Background: an optimization exercise with open tools, aiming at small area and a short achievable clock period. Do not read the settings as production practice. Function was checked by simulation only, so behaviour that the tests miss may differ from the original. No driver is modelled on the clock port, so clocking that relies on it looks cheaper here than on a real chip. No activity file was given, so power comes from the tool's default toggle rates.

==> flow/design.v, too long to show whole: its modules and the start of the top module <==
// module timing: 1896 lines
// module fa_cell: 3 lines
// module ha_cell: 3 lines
// module han_cell: 4 lines
// module g_a211o: 3 lines
// module g_a21o: 3 lines
// module g_a221o: 3 lines
// module g_a22o: 3 lines
// module g_a311o: 3 lines
// module g_a311oi: 3 lines
// module g_a31oi: 3 lines
// module g_a32o: 3 lines
// module g_a32oi: 3 lines
// module g_and2: 3 lines
// module g_and3: 3 lines
// module g_buf: 3 lines
// module g_inv: 3 lines
// module g_nand2: 3 lines
// module g_nand2b: 3 lines
// module g_nand3: 3 lines
// module g_nand3b: 3 lines
// module g_nand4: 3 lines
// module g_nor2: 3 lines
// module g_o21a: 3 lines
// module g_o21ai: 3 lines
// module g_o21bai: 3 lines
// module g_o22a: 3 lines
// module g_o22ai: 3 lines
// module g_o311a: 3 lines
// module g_o311ai: 3 lines
// module g_o41a: 3 lines
// module g_or3: 3 lines
module timing (
    input clk,
    input [7:0] a,
    input [7:0] b,
    output [31:0] c
  );
  // ...
==> flow/flow/run.sh <==
#!/bin/bash
# The standard layout (the standard.sh, unchanged) with two additions:
#  - the port buffers that ORFS's buffer_ports inserts are plain buf_2 cells;
#  - after clock-tree synthesis, a second setup repair pass (flow/post_cts.tcl).
export BUFFER_PORTS_ARGS="-buffer_cell sky130_fd_sc_hd__buf_2"
export POST_CTS_TCL="$PWD/flow/post_cts.tcl"
bash standard.sh > standard.log 2>&1
==> flow/flow/post_cts.tcl <==
# Second setup-repair pass after CTS (same margin as the first), then re-legalize.
estimate_parasitics -placement
repair_timing -setup -setup_margin $::env(SETUP_SLACK_MARGIN) -repair_tns 0 -max_passes 200 -verbose
detailed_placement
check_placement -verbose
==> flow/standard.sh <==
#!/bin/bash
# synth_recipe.tcl (not shown) runs the flow's synth.tcl, then flattens the netlist and writes it again
# the make line also repeats each setting of config.mk as NAME=value (left out here)
make -C /OpenROAD-flow-scripts/flow DESIGN_CONFIG=/design/flow/config.mk WORK_HOME=/design/flow/orfs CLKGATE_MAP_FILE= SYNTH_SCRIPT=/design/flow/synth_recipe.tcl "${@:-finish}"
==> flow/config.mk <==
export PLATFORM = sky130hd
export DESIGN_NAME = timing
export DESIGN_NICKNAME = timing
export VERILOG_FILES = /design/flow/design.v
export SDC_FILE = /design/flow/constraint.sdc
export NUM_CORES = 4
export LEC_CHECK = 0
export CAP_MARGIN = 20
export CORE_MARGIN = 2
export CORE_UTILIZATION = 55
export CTS_BUF_LIST = sky130_fd_sc_hd__clkbuf_4 sky130_fd_sc_hd__clkbuf_8
export SETUP_SLACK_MARGIN = 5
export SLEW_MARGIN = 20
export SYNTH_HIERARCHICAL = 1
export TNS_END_PERCENT = 0
==> flow/constraint.sdc <==
create_clock -name core_clock -period 8.5 [get_ports {clk}]
set_input_delay 1.7000 -clock core_clock [delete_from_list [all_inputs] [get_ports {clk}]]
set_output_delay 1.7000 -clock core_clock [all_outputs]
set_load 0.01 [all_outputs]
==> out/metrics.yaml, run 1 <==
outcome: "no timing/DRC/antenna violations"
start_util_pct: 55.73
timing.final.ws_setup_ns: 4.967
use_met3_pct: 9.735
viasPerCell: 6.423
clkPwrFrac_pct: 11.4
synth_warnings: 7
end_kind: "flop"
fin_util_pct: 60.36
antenna_found_initial: 0
synth_fa_ha_area_share_pct: 26.90
wl_per_cell_um: 21.84
max_slew_margin_pct: 57.52
dp_hpwl_um: 26440
p_per_area_mw_per_mm2: 230.4
dr.pass1.iters: 9
multi_input_area_sq_mm: 0.007726
nFlopsAndLatches: 103
synth_area_leaders: "fa_1 24%, dfxtp_1 19%, nand2_1 12%"
regMostFlops: "hi_q"
whs_path_depth: 0
pwr-share-comb_pct: 59.1
seqCellArea_sq_mm: 0.002069
p_leak_nw: 4.874
largest_reg_flops: 20
nonClkBufAreaFrac_pct: 7.288
drv_cap: 0
power.group.top: "combinational logic"
min_to: "lo2_q[9]"
top_usage_layer: "met2"
pg_seq_mw: 0.796
grt_pass1_vias: 10330
setup_tns_ns: 0
cts_tree: "yes"
synthArstFlopShare_pct: 0
p_sw_share_pct: 45.12
worst-path-buf-inv: 4
==> inputs of run 2 (changes only) <==
--- a/flow/design.v
+++ b/flow/design.v
@@ -1873,18 +1873,223 @@
   fa_cell us414 (.a(k331), .b(s372), .c(k371), .s(s414), .co(k415));
   fa_cell us416 (.a(k335), .b(s374), .c(k373), .s(s416), .co(k417));
   fa_cell us418 (.a(k337), .b(s376), .c(k375), .s(s418), .co(k419));
   fa_cell us420 (.a(p132), .b(p143), .c(k377), .s(s420), .co(k421));
   wire [11:0] s_lo = {s384, s382, s380, p154, p151, p149, p147, p145, 1'b0, 1'b0, 1'b0, p169};
   wire [11:0] c_lo = {k383, k381, k379, s378, p152, p150, p148, p146, 1'b0, 1'b0, 1'b0, 1'b0};
   wire [19:0] s_hi = {1'b0, p144, s420, s418, s416, s414, s412, s410, s408, s406, s404, s402, s400, s398, s396, s394, s392, s390, s388, s386};
   wire [19:0] c_hi = {1'b0, k421, k419, k417, k415, k413, k411, k409, k407, k405, k403, k401, k399, k397, k395, k393, k391, k389, k387, k385};
-  wire [12:0] lo_sum = (s_lo ^ 12'hff1) + (c_lo ^ 12'hff0);
-  wire [19:0] hi_sum = (hs_q ^ 20'h7ffff) + (hc_q ^ 20'h7ffff) + cy_q;
+  wire [11:0] lo_a = s_lo ^ 12'hff1, lo_b = c_lo ^ 12'hff0;
+  wire [19:0] hi_a = hs_q ^ 20'h7ffff, hi_b = hc_q ^ 20'h7ffff;
+  wire [12:0] lo_sum;
+  wire [19:0] hi_sum;
+  wire bl_g0_0, bl_p0_0, bl_g1_0, bl_p1_0, bl_g2_0, bl_p2_0, bl_g3_0, bl_p3_0, bl_g4_0, bl_p4_0, bl_g5_0, bl_p5_0, bl_g6_0, bl_p6_0, bl_g7_0, bl_p7_0, bl_g8_0, bl_p8_0, bl_g9_0, bl_p9_0, bl_g10_0, bl_p10_0, bl_g11_0, bl_p11_0, bl_G0c, bl_G1_1, bl_P1_1, bl_G3_2, bl_P3_2, bl_G5_3, bl_P5_3, bl_G7_4, bl_P7_4, bl_G9_5, bl_P9_5, bl_G11_6, bl_P11_6, bl_G3_7, bl_P3_7, bl_G7_8, bl_P7_8, bl_G11_9, bl_P11_9, bl_G7_10, bl_P7_10, bl_G11_11, bl_P11_11, bl_G5_12, bl_P5_12, bl_G9_13, bl_P9_13, bl_G2_14, bl_P2_14, bl_G4_15, bl_P4_15, bl_G6_16, bl_P6_16, bl_G8_17, bl_P8_17, bl_G10_18, bl_P10_18;
+  assign bl_g0_0 = lo_a[0] & lo_b[0];
+  assign bl_p0_0 = lo_a[0] ^ lo_b[0];
+  assign bl_g1_0 = lo_a[1] & lo_b[1];
+  assign bl_p1_0 = lo_a[1] ^ lo_b[1];
+  assign bl_g2_0 = lo_a[2] & lo_b[2];
+  assign bl_p2_0 = lo_a[2] ^ lo_b[2];
+  assign bl_g3_0 = lo_a[3] & lo_b[3];
+  assign bl_p3_0 = lo_a[3] ^ lo_b[3];
+  assign bl_g4_0 = lo_a[4] & lo_b[4];
+  assign bl_p4_0 = lo_a[4] ^ lo_b[4];
+  assign bl_g5_0 = lo_a[5] & lo_b[5];
+  assign bl_p5_0 = lo_a[5] ^ lo_b[5];
+  assign bl_g6_0 = lo_a[6] & lo_b[6];
+  assign bl_p6_0 = lo_a[6] ^ lo_b[6];
+  assign bl_g7_0 = lo_a[7] & lo_b[7];
+  assign bl_p7_0 = lo_a[7] ^ lo_b[7];
+  assign bl_g8_0 = lo_a[8] & lo_b[8];
+  assign bl_p8_0 = lo_a[8] ^ lo_b[8];
+  assign bl_g9_0 = lo_a[9] & lo_b[9];
+  assign bl_p9_0 = lo_a[9] ^ lo_b[9];
+  assign bl_g10_0 = lo_a[10] & lo_b[10];
+  assign bl_p10_0 = lo_a[10] ^ lo_b[10];
+  assign bl_g11_0 = lo_a[11] & lo_b[11];
+  assign bl_p11_0 = lo_a[11] ^ lo_b[11];
+  assign bl_G0c = bl_g0_0 | (bl_p0_0 & 1'b0);
+  assign bl_G1_1 = bl_g1_0 | (bl_p1_0 & bl_G0c);
+  assign bl_P1_1 = bl_p1_0 & bl_p0_0;
+  assign bl_G3_2 = bl_g3_0 | (bl_p3_0 & bl_g2_0);
+  assign bl_P3_2 = bl_p3_0 & bl_p2_0;
+  assign bl_G5_3 = bl_g5_0 | (bl_p5_0 & bl_g4_0);
+  assign bl_P5_3 = bl_p5_0 & bl_p4_0;
+  assign bl_G7_4 = bl_g7_0 | (bl_p7_0 & bl_g6_0);
+  assign bl_P7_4 = bl_p7_0 & bl_p6_0;
+  assign bl_G9_5 = bl_g9_0 | (bl_p9_0 & bl_g8_0);
+  assign bl_P9_5 = bl_p9_0 & bl_p8_0;
+  assign bl_G11_6 = bl_g11_0 | (bl_p11_0 & bl_g10_0);
+  assign bl_P11_6 = bl_p11_0 & bl_p10_0;
+  assign bl_G3_7 = bl_G3_2 | (bl_P3_2 & bl_G1_1);
+  assign bl_P3_7 = bl_P3_2 & bl_P1_1;
+  assign bl_G7_8 = bl_G7_4 | (bl_P7_4 & bl_G5_3);
+  assign bl_P7_8 = bl_P7_4 & bl_P5_3;
+  assign bl_G11_9 = bl_G11_6 | (bl_P11_6 & bl_G9_5);
+  assign bl_P11_9 = bl_P11_6 & bl_P9_5;
+  assign bl_G7_10 = bl_G7_8 | (bl_P7_8 & bl_G3_7);
+  assign bl_P7_10 = bl_P7_8 & bl_P3_7;
+  assign bl_G11_11 = bl_G11_9 | (bl_P11_9 & bl_G7_10);
+  assign bl_P11_11 = bl_P11_9 & bl_P7_10;
+  assign bl_G5_12 = bl_G5_3 | (bl_P5_3 & bl_G3_7);
+  assign bl_P5_12 = bl_P5_3 & bl_P3_7;
+  assign bl_G9_13 = bl_G9_5 | (bl_P9_5 & bl_G7_10);
+  assign bl_P9_13 = bl_P9_5 & bl_P7_10;
+  assign bl_G2_14 = bl_g2_0 | (bl_p2_0 & bl_G1_1);
+  assign bl_P2_14 = bl_p2_0 & bl_P1_1;
+  assign bl_G4_15 = bl_g4_0 | (bl_p4_0 & bl_G3_7);
+  assign bl_P4_15 = bl_p4_0 & bl_P3_7;
+  assign bl_G6_16 = bl_g6_0 | (bl_p6_0 & bl_G5_12);
+  assign bl_P6_16 = bl_p6_0 & bl_P5_12;
+  assign bl_G8_17 = bl_g8_0 | (bl_p8_0 & bl_G7_10);
+  assign bl_P8_17 = bl_p8_0 & bl_P7_10;
+  assign bl_G10_18 = bl_g10_0 | (bl_p10_0 & bl_G9_13);
+  assign bl_P10_18 = bl_p10_0 & bl_P9_13;
+  assign lo_sum[0] = bl_p0_0 ^ 1'b0;
+  assign lo_sum[1] = bl_p1_0 ^ bl_G0c;
+  assign lo_sum[2] = bl_p2_0 ^ bl_G1_1;
+  assign lo_sum[3] = bl_p3_0 ^ bl_G2_14;
+  assign lo_sum[4] = bl_p4_0 ^ bl_G3_7;
+  assign lo_sum[5] = bl_p5_0 ^ bl_G4_15;
+  assign lo_sum[6] = bl_p6_0 ^ bl_G5_12;
+  assign lo_sum[7] = bl_p7_0 ^ bl_G6_16;
+  assign lo_sum[8] = bl_p8_0 ^ bl_G7_10;
+  assign lo_sum[9] = bl_p9_0 ^ bl_G8_17;
+  assign lo_sum[10] = bl_p10_0 ^ bl_G9_13;
+  assign lo_sum[11] = bl_p11_0 ^ bl_G10_18;
+  assign lo_sum[12] = bl_G11_11;
+  wire bh_g0_0, bh_p0_0, bh_g1_0, bh_p1_0, bh_g2_0, bh_p2_0, bh_g3_0, bh_p3_0, bh_g4_0, bh_p4_0, bh_g5_0, bh_p5_0, bh_g6_0, bh_p6_0, bh_g7_0, bh_p7_0, bh_g8_0, bh_p8_0, bh_g9_0, bh_p9_0, bh_g10_0, bh_p10_0, bh_g11_0, bh_p11_0, bh_g12_0, bh_p12_0, bh_g13_0, bh_p13_0, bh_g14_0, bh_p14_0, bh_g15_0, bh_p15_0, bh_g16_0, bh_p16_0, bh_g17_0, bh_p17_0, bh_g18_0, bh_p18_0, bh_g19_0, bh_p19_0, bh_G0c, bh_G1_1, bh_P1_1, bh_G3_2, bh_P3_2, bh_G5_3, bh_P5_3, bh_G7_4, bh_P7_4, bh_G9_5, bh_P9_5, bh_G11_6, bh_P11_6, bh_G13_7, bh_P13_7, bh_G15_8, bh_P15_8, bh_G17_9, bh_P17_9, bh_G19_10, bh_P19_10, bh_G3_11, bh_P3_11, bh_G7_12, bh_P7_12, bh_G11_13, bh_P11_13, bh_G15_14, bh_P15_14, bh_G19_15, bh_P19_15, bh_G7_16, bh_P7_16, bh_G15_17, bh_P15_17, bh_G15_18, bh_P15_18, bh_G11_19, bh_P11_19, bh_G19_20, bh_P19_20, bh_G5_21, bh_P5_21, bh_G9_22, bh_P9_22, bh_G13_23, bh_P13_23, bh_G17_24, bh_P17_24, bh_G2_25, bh_P2_25, bh_G4_26, bh_P4_26, bh_G6_27, bh_P6_27, bh_G8_28, bh_P8_28, bh_G10_29, bh_P10_29, bh_G12_30, bh_P12_30, bh_G14_31, bh_P14_31, bh_G16_32, bh_P16_32, bh_G18_33, bh_P18_33;
+  assign bh_g0_0 = hi_a[0] & hi_b[0];
+  assign bh_p0_0 = hi_a[0] ^ hi_b[0];
+  assign bh_g1_0 = hi_a[1] & hi_b[1];
+  assign bh_p1_0 = hi_a[1] ^ hi_b[1];
+  assign bh_g2_0 = hi_a[2] & hi_b[2];
+  assign bh_p2_0 = hi_a[2] ^ hi_b[2];
+  assign bh_g3_0 = hi_a[3] & hi_b[3];
+  assign bh_p3_0 = hi_a[3] ^ hi_b[3];
+  assign bh_g4_0 = hi_a[4] & hi_b[4];
+  assign bh_p4_0 = hi_a[4] ^ hi_b[4];
+  assign bh_g5_0 = hi_a[5] & hi_b[5];
+  assign bh_p5_0 = hi_a[5] ^ hi_b[5];
+  assign bh_g6_0 = hi_a[6] & hi_b[6];
+  assign bh_p6_0 = hi_a[6] ^ hi_b[6];
+  assign bh_g7_0 = hi_a[7] & hi_b[7];
+  assign bh_p7_0 = hi_a[7] ^ hi_b[7];
+  assign bh_g8_0 = hi_a[8] & hi_b[8];
+  assign bh_p8_0 = hi_a[8] ^ hi_b[8];
+  assign bh_g9_0 = hi_a[9] & hi_b[9];
+  assign bh_p9_0 = hi_a[9] ^ hi_b[9];
+  assign bh_g10_0 = hi_a[10] & hi_b[10];
+  assign bh_p10_0 = hi_a[10] ^ hi_b[10];
+  assign bh_g11_0 = hi_a[11] & hi_b[11];
+  assign bh_p11_0 = hi_a[11] ^ hi_b[11];
+  assign bh_g12_0 = hi_a[12] & hi_b[12];
+  assign bh_p12_0 = hi_a[12] ^ hi_b[12];
+  assign bh_g13_0 = hi_a[13] & hi_b[13];
+  assign bh_p13_0 = hi_a[13] ^ hi_b[13];
+  assign bh_g14_0 = hi_a[14] & hi_b[14];
+  assign bh_p14_0 = hi_a[14] ^ hi_b[14];
+  assign bh_g15_0 = hi_a[15] & hi_b[15];
+  assign bh_p15_0 = hi_a[15] ^ hi_b[15];
+  assign bh_g16_0 = hi_a[16] & hi_b[16];
+  assign bh_p16_0 = hi_a[16] ^ hi_b[16];
+  assign bh_g17_0 = hi_a[17] & hi_b[17];
+  assign bh_p17_0 = hi_a[17] ^ hi_b[17];
+  assign bh_g18_0 = hi_a[18] & hi_b[18];
+  assign bh_p18_0 = hi_a[18] ^ hi_b[18];
+  assign bh_g19_0 = hi_a[19] & hi_b[19];
+  assign bh_p19_0 = hi_a[19] ^ hi_b[19];
+  assign bh_G0c = bh_g0_0 | (bh_p0_0 & cy_q);
+  assign bh_G1_1 = bh_g1_0 | (bh_p1_0 & bh_G0c);
+  assign bh_P1_1 = bh_p1_0 & bh_p0_0;
+  assign bh_G3_2 = bh_g3_0 | (bh_p3_0 & bh_g2_0);
+  assign bh_P3_2 = bh_p3_0 & bh_p2_0;
+  assign bh_G5_3 = bh_g5_0 | (bh_p5_0 & bh_g4_0);
+  assign bh_P5_3 = bh_p5_0 & bh_p4_0;
+  assign bh_G7_4 = bh_g7_0 | (bh_p7_0 & bh_g6_0);
+  assign bh_P7_4 = bh_p7_0 & bh_p6_0;
+  assign bh_G9_5 = bh_g9_0 | (bh_p9_0 & bh_g8_0);
+  assign bh_P9_5 = bh_p9_0 & bh_p8_0;
+  assign bh_G11_6 = bh_g11_0 | (bh_p11_0 & bh_g10_0);
+  assign bh_P11_6 = bh_p11_0 & bh_p10_0;
+  assign bh_G13_7 = bh_g13_0 | (bh_p13_0 & bh_g12_0);
+  assign bh_P13_7 = bh_p13_0 & bh_p12_0;
+  assign bh_G15_8 = bh_g15_0 | (bh_p15_0 & bh_g14_0);
+  assign bh_P15_8 = bh_p15_0 & bh_p14_0;
+  assign bh_G17_9 = bh_g17_0 | (bh_p17_0 & bh_g16_0);
+  assign bh_P17_9 = bh_p17_0 & bh_p16_0;
+  assign bh_G19_10 = bh_g19_0 | (bh_p19_0 & bh_g18_0);
+  assign bh_P19_10 = bh_p19_0 & bh_p18_0;
+  assign bh_G3_11 = bh_G3_2 | (bh_P3_2 & bh_G1_1);
+  assign bh_P3_11 = bh_P3_2 & bh_P1_1;
+  assign bh_G7_12 = bh_G7_4 | (bh_P7_4 & bh_G5_3);
+  assign bh_P7_12 = bh_P7_4 & bh_P5_3;
+  assign bh_G11_13 = bh_G11_6 | (bh_P11_6 & bh_G9_5);
+  assign bh_P11_13 = bh_P11_6 & bh_P9_5;
+  assign bh_G15_14 = bh_G15_8 | (bh_P15_8 & bh_G13_7);
+  assign bh_P15_14 = bh_P15_8 & bh_P13_7;
+  assign bh_G19_15 = bh_G19_10 | (bh_P19_10 & bh_G17_9);
+  assign bh_P19_15 = bh_P19_10 & bh_P17_9;
+  assign bh_G7_16 = bh_G7_12 | (bh_P7_12 & bh_G3_11);
+  assign bh_P7_16 = bh_P7_12 & bh_P3_11;
+  assign bh_G15_17 = bh_G15_14 | (bh_P15_14 & bh_G11_13);
+  assign bh_P15_17 = bh_P15_14 & bh_P11_13;
+  assign bh_G15_18 = bh_G15_17 | (bh_P15_17 & bh_G7_16);
+  assign bh_P15_18 = bh_P15_17 & bh_P7_16;
+  assign bh_G11_19 = bh_G11_13 | (bh_P11_13 & bh_G7_16);
+  assign bh_P11_19 = bh_P11_13 & bh_P7_16;
+  assign bh_G19_20 = bh_G19_15 | (bh_P19_15 & bh_G15_18);
+  assign bh_P19_20 = bh_P19_15 & bh_P15_18;
+  assign bh_G5_21 = bh_G5_3 | (bh_P5_3 & bh_G3_11);
+  assign bh_P5_21 = bh_P5_3 & bh_P3_11;
+  assign bh_G9_22 = bh_G9_5 | (bh_P9_5 & bh_G7_16);
+  assign bh_P9_22 = bh_P9_5 & bh_P7_16;
+  assign bh_G13_23 = bh_G13_7 | (bh_P13_7 & bh_G11_19);
+  assign bh_P13_23 = bh_P13_7 & bh_P11_19;
+  assign bh_G17_24 = bh_G17_9 | (bh_P17_9 & bh_G15_18);
+  assign bh_P17_24 = bh_P17_9 & bh_P15_18;
+  assign bh_G2_25 = bh_g2_0 | (bh_p2_0 & bh_G1_1);
+  assign bh_P2_25 = bh_p2_0 & bh_P1_1;
+  assign bh_G4_26 = bh_g4_0 | (bh_p4_0 & bh_G3_11);
+  assign bh_P4_26 = bh_p4_0 & bh_P3_11;
+  assign bh_G6_27 = bh_g6_0 | (bh_p6_0 & bh_G5_21);
+  assign bh_P6_27 = bh_p6_0 & bh_P5_21;
+  assign bh_G8_28 = bh_g8_0 | (bh_p8_0 & bh_G7_16);
+  assign bh_P8_28 = bh_p8_0 & bh_P7_16;
+  assign bh_G10_29 = bh_g10_0 | (bh_p10_0 & bh_G9_22);
+  assign bh_P10_29 = bh_p10_0 & bh_P9_22;
+  assign bh_G12_30 = bh_g12_0 | (bh_p12_0 & bh_G11_19);
+  assign bh_P12_30 = bh_p12_0 & bh_P11_19;
+  assign bh_G14_31 = bh_g14_0 | (bh_p14_0 & bh_G13_23);
+  assign bh_P14_31 = bh_p14_0 & bh_P13_23;
+  assign bh_G16_32 = bh_g16_0 | (bh_p16_0 & bh_G15_18);
+  assign bh_P16_32 = bh_p16_0 & bh_P15_18;
+  assign bh_G18_33 = bh_g18_0 | (bh_p18_0 & bh_G17_24);
+  assign bh_P18_33 = bh_p18_0 & bh_P17_24;
+  assign hi_sum[0] = bh_p0_0 ^ cy_q;
+  assign hi_sum[1] = bh_p1_0 ^ bh_G0c;
+  assign hi_sum[2] = bh_p2_0 ^ bh_G1_1;
+  assign hi_sum[3] = bh_p3_0 ^ bh_G2_25;
+  assign hi_sum[4] = bh_p4_0 ^ bh_G3_11;
+  assign hi_sum[5] = bh_p5_0 ^ bh_G4_26;
+  assign hi_sum[6] = bh_p6_0 ^ bh_G5_21;
+  assign hi_sum[7] = bh_p7_0 ^ bh_G6_27;
+  assign hi_sum[8] = bh_p8_0 ^ bh_G7_16;
+  assign hi_sum[9] = bh_p9_0 ^ bh_G8_28;
+  assign hi_sum[10] = bh_p10_0 ^ bh_G9_22;
+  assign hi_sum[11] = bh_p11_0 ^ bh_G10_29;
+  assign hi_sum[12] = bh_p12_0 ^ bh_G11_19;
+  assign hi_sum[13] = bh_p13_0 ^ bh_G12_30;
+  assign hi_sum[14] = bh_p14_0 ^ bh_G13_23;
+  assign hi_sum[15] = bh_p15_0 ^ bh_G14_31;
+  assign hi_sum[16] = bh_p16_0 ^ bh_G15_18;
+  assign hi_sum[17] = bh_p17_0 ^ bh_G16_32;
+  assign hi_sum[18] = bh_p18_0 ^ bh_G17_24;
+  assign hi_sum[19] = bh_p19_0 ^ bh_G18_33;
   assign c = {hi_q, lo2_q};
   always @(posedge clk) begin
     x_q <= x;
     y_q <= y;
     a0_q <= a[0];
     b0_q <= b[0];
     lo_q <= lo_sum[11:0];
     cy_q <= lo_sum[12];
==> flow/flow/run.sh (replaced) <==
#!/bin/bash
# The standard layout (the standard.sh, unchanged), with the port buffers that
# ORFS's buffer_ports inserts made plain buf_2 cells instead of its default pick.
export BUFFER_PORTS_ARGS="-buffer_cell sky130_fd_sc_hd__buf_2"

bash standard.sh > standard.log 2>&1
removed: flow/flow/post_cts.tcl
==> run 2 against run 1 <==
Against the previous run:
- critical path depth up 2
- maximum frequency up 0.21%
- sequential share of layout area up 0.39 points
- global-route usage down 2.5 points
- non-clock buffer count down 2
- still clean on timing, DRC and antenna
- via count down 6.5%
- area after synthesis down 2.3%
==> out/metrics.yaml, run 2 <==
r2r_end: "hs_q[9]"
wl_per_cell_um: 21.07  # -3.5%
layout.cells.non_filler: 1584
layout_commonest_cell: "nand2_1"
cts_sinks: 103
critPathLaunchType: "primary input"
rrSetupSlack_ns: 5.07
syn_avg_cell_area_sq_um: 7.850
cts_made_buffers: 9
grt_start_max_net_pins: 21
gp_congestion: 1.080
endpoint: "x_q[6]"
crit_fanout: 17
p_seq_share_pct: 32.2
synth_edf_count: 0
synth-seq-area-share_pct: 19.53
startpoint: "a[3]"
total_power_mw: 2.473
fin_skew_ns: 0.01087
required_ns: 8.79
yosysTopAreaCellShare_pct: 26.73
synthToLayoutAreaGrowth_pct: 8.236
max_slew_margin_pct: 57.34  # -0.17 points
clkPwrFrac_pct: 12.5  # +1.1 points
io_pins: 49
drv_slew: 0
final_antenna_net_count: 0
cts_tree: "yes"
largestRegisters: "hi_q: 20 flops, hc_q: 19 flops, hs_q: 19 flops"
largest_reg_flops: 20  # unchanged
start_util_pct: 56.26  # +0.53 points
synthCells: 1345
synthArstFlopShare_pct: 0  # unchanged
core-area_sq_mm: 0.01877
outcome: "no timing/DRC/antenna violations"
final_cell_mix: "317 x nand2_1, 141 x fa_1, 119 x inv_1, 112 x nor2_1, 101 x dfxtp_1"
seqCellArea_sq_mm: 0.002064  # -0.24%
drc: 0
fin_area_sq_mm: 0.01143
tightest_slew_ns: 0.6375
worstPathArrival_ns: 3.82
die-area_sq_mm: 0.02032
end_kind: "flop"
routed_wl_um: 33370
finalHoldViolCount: 0
r2r_start: "y_q[4]"
p_per_area_mw_per_mm2: 216.4  # -6.1%
synth_area_leaders: "fa_1 27%, dfxtp_1 20%, nand2_1 12%"
drive_gt1_share_pct: 16.00
p_leak_nw: 4.812  # -1.3%
nNetsFinal: 1526
drv_cap: 0  # unchanged
crit_type: "primary input to flop"
place_area_sq_mm: 0.01019
p_sw_mw: 1.055
min-delay-path-class: "flop to flop"
dr.pass1.iters: 10  # +1
portBuffers: 45
regMostFlops: "hi_q"
synth_flop_cell: "dfxtp_1"
internal_power_mw: 1.418
max_freq_mhz: 283.7
rsz0062_at_grt: "true"
multi_input_area_sq_mm: 0.007477  # -3.2%
die_w_um: 142.6
cts-root-buf: "clkbuf_8"
clock_latency_ns: 0.38
r2r_cells: 6
antenna_found_initial: 0  # unchanged
synth_largest_area_cell: "fa_1"
ys_ff_latch: 103
viasPerCell: 6.379  # -0.67%
track_usage_pct: 32.64
fin_crit_ns: 3.525
ir_drop_mv: 0.1143
clkSlewWorstSetupHoldPaths_ns: 0.10
setup_tns_ns: 0  # unchanged
synth_common_cells: "329 x nand2_1, 141 x fa_1, 138 x nor2_1"
n_antenna_cell: 0
synth.distinct_cells: 51
synth.most_common_cell: "nand2_1"
fp.dieH_um: 142.6
fp-row-count: 50
synth_warnings: 7  # unchanged
p_sw_share_pct: 42.65  # -2.5 points
grt_pass1_vias: 9752  # -5.5%
fin_crit_sh_pct: 41.47
dp_cells: 1499
fill_cells: 1663
htreeDepth: 3
cts_max_path_buffers: 2
pwr-share-comb_pct: 55.3  # -3.8 points
route.vias.total: 10110
dp_hpwl_um: 23820  # -9.9%
grt_pass1_wl_um: 51270
ctsHoldBuffers: 0
drt_iter0_drc: 1985
overflow: 0
setup_viol: 0
synth_area_sq_mm: 0.01056
==> run 2: cell types whose count changed after synthesis, moves of 3 or more <==
cell and delta:
ha_1 -3, fa_1 +12, inv_1 +8, xnor2_1 -6, nor2_1 -14, nand2_1 -12
a211oi_1 -3, nor2b_1 -3, and2_1 -4, o21ai_0 -13, a21oi_1 -11
==> run 2: worst min path at each step <==
stage / from / slack (ns) / end / cells past startpoint
3_3_place_gp: lo_q[9] / 0.31 / lo2_q[9] / 0
6_report: lo_q[9] / 0.33 / lo2_q[9] / 0
2_1_floorplan: lo_q[0] / 0.31 / lo2_q[0] / 0
3_5_place_dp: lo_q[10] / 0.32 / lo2_q[10] / 0
5_1_grt: lo_q[9] / 0.34 / lo2_q[9] / 0
4_1_cts: lo_q[9] / 0.33 / lo2_q[9] / 0
==> run 2: worst max-delay path, cell delays in order <==
cell and delay, ns:
buf_6 0.21, clkinvlp_4 0.17, buf_4 0.18, buf_4 0.14, nor2_1 0.08, nor2_1 0.07
o21ai_2 0.19, nand4_1 0.18, a311oi_2 0.34, o22ai_1 0.14, nand3_1 0.11, o22ai_1 0.09
a31oi_1 0.19
==> run 2: repair_timing <==
action	in CTS	in global routing
setup endpoints to repair	16	16
cloned	3	0
pin swaps	1	13
buffers inserted	36	30
gates resized for setup	62	71
==> run 2: power groups by stage <==
stage	combinational (mW)	clock (mW)	sequential [mW]
after floorplan	0.990	0	0.776
after global placement	1.27	0	0.804
after detailed placement	1.32	0	0.807
after CTS	1.35	0.320	0.796
after global routing	1.57	0.338	0.817
final	1.37	0.309	0.797
==> run 2: cell families after synthesis <==
kind of cell,Yosys count,share of synthesized area (%)
xor+xnor,11,0.9124
other cells,2,0.07112
compound gates,208,13.22
buf+inv,274,13.76
simple gates,583,23.05
flops,103,19.53
fa+ha+maj,164,29.46
==> run 2: per-stage QoR <==
stage	setup slack, ns	utilization [%]	hold slack (ns)
final	4.975	60.89	0.3268
after global routing	4.956	60.89	0.3414
after CTS	4.969	58.14	0.3342
after detailed placement	3.882	54.28	0.3151
after global placement	3.798	54.28	0.3102
after floorplan	5.266	-	0.3096
==> run 2: layout make-up <==
type                       instances  area share, %
multi-input combinational        981          65.43
sequential                       103          18.06
timing repair buffer             112          7.116
inverter                         135          4.894
tap                              234          2.562
clock buffer                       9          1.084
clock inverter                     7         0.7007
timing repair inverter             3         0.1533
==> run 2: Yosys stat by module, one instance, submodules excluded, a selection <==
module    copies in the design  cells inside  cell area, sq um  flip-flops and latches
g_and2                       4             1             6.256                       0
g_a32oi                      8             1             8.758                       0
g_and3                       6             1             6.256                       0
g_or3                        2             1             6.256                       0
g_a311oi                    10             1             8.758                       0
timing                       1           447              4003                     103
g_a211o                      2             1             8.758                       0
==> run 2: per-layer routing <==
layer  vias up  GRT usage, %  share of wire, %
met2       839         49.39                42
li1       4316             -                 -
met5         -             0                 0
met1      4707         42.35                38
met3       243         10.09                13
met4         0         16.52               6.4

-- what the ideal ports hide --
In the flow no input, the clock included, has a driving cell. The finished layouts below were timed again as built, in two steps. Step 1 assumes that a clkbuf_16 drives the clock port and a buf_2 every other input. Step 2, shift: input delay + t, output delay - t, t = (earliest + latest rising clock arrival at the registers) / 2. This alone moves slack from input paths to output paths. Three values: no drivers, after step 1, after step 2; two values: the first two.
run | t, ns | slack for setup (ns) | hold WS [ns] | worst setup path at the end | worst data-port slew with drivers (ns)
run 1 | 0.404 | 4.967 / 4.941 / 4.537 | 0.339 / 0.339 / 0.339 | input to register | 0.06
run 2 | 0.411 | 4.975 / 4.976 / 4.564 | 0.327 / 0.327 / 0.327 | input to register | 0.05
After both steps every run listed still meets setup and hold. The setup slack of run 1, which loses most, moves by -0.026 ns with the drivers and by -0.430 ns with both steps.
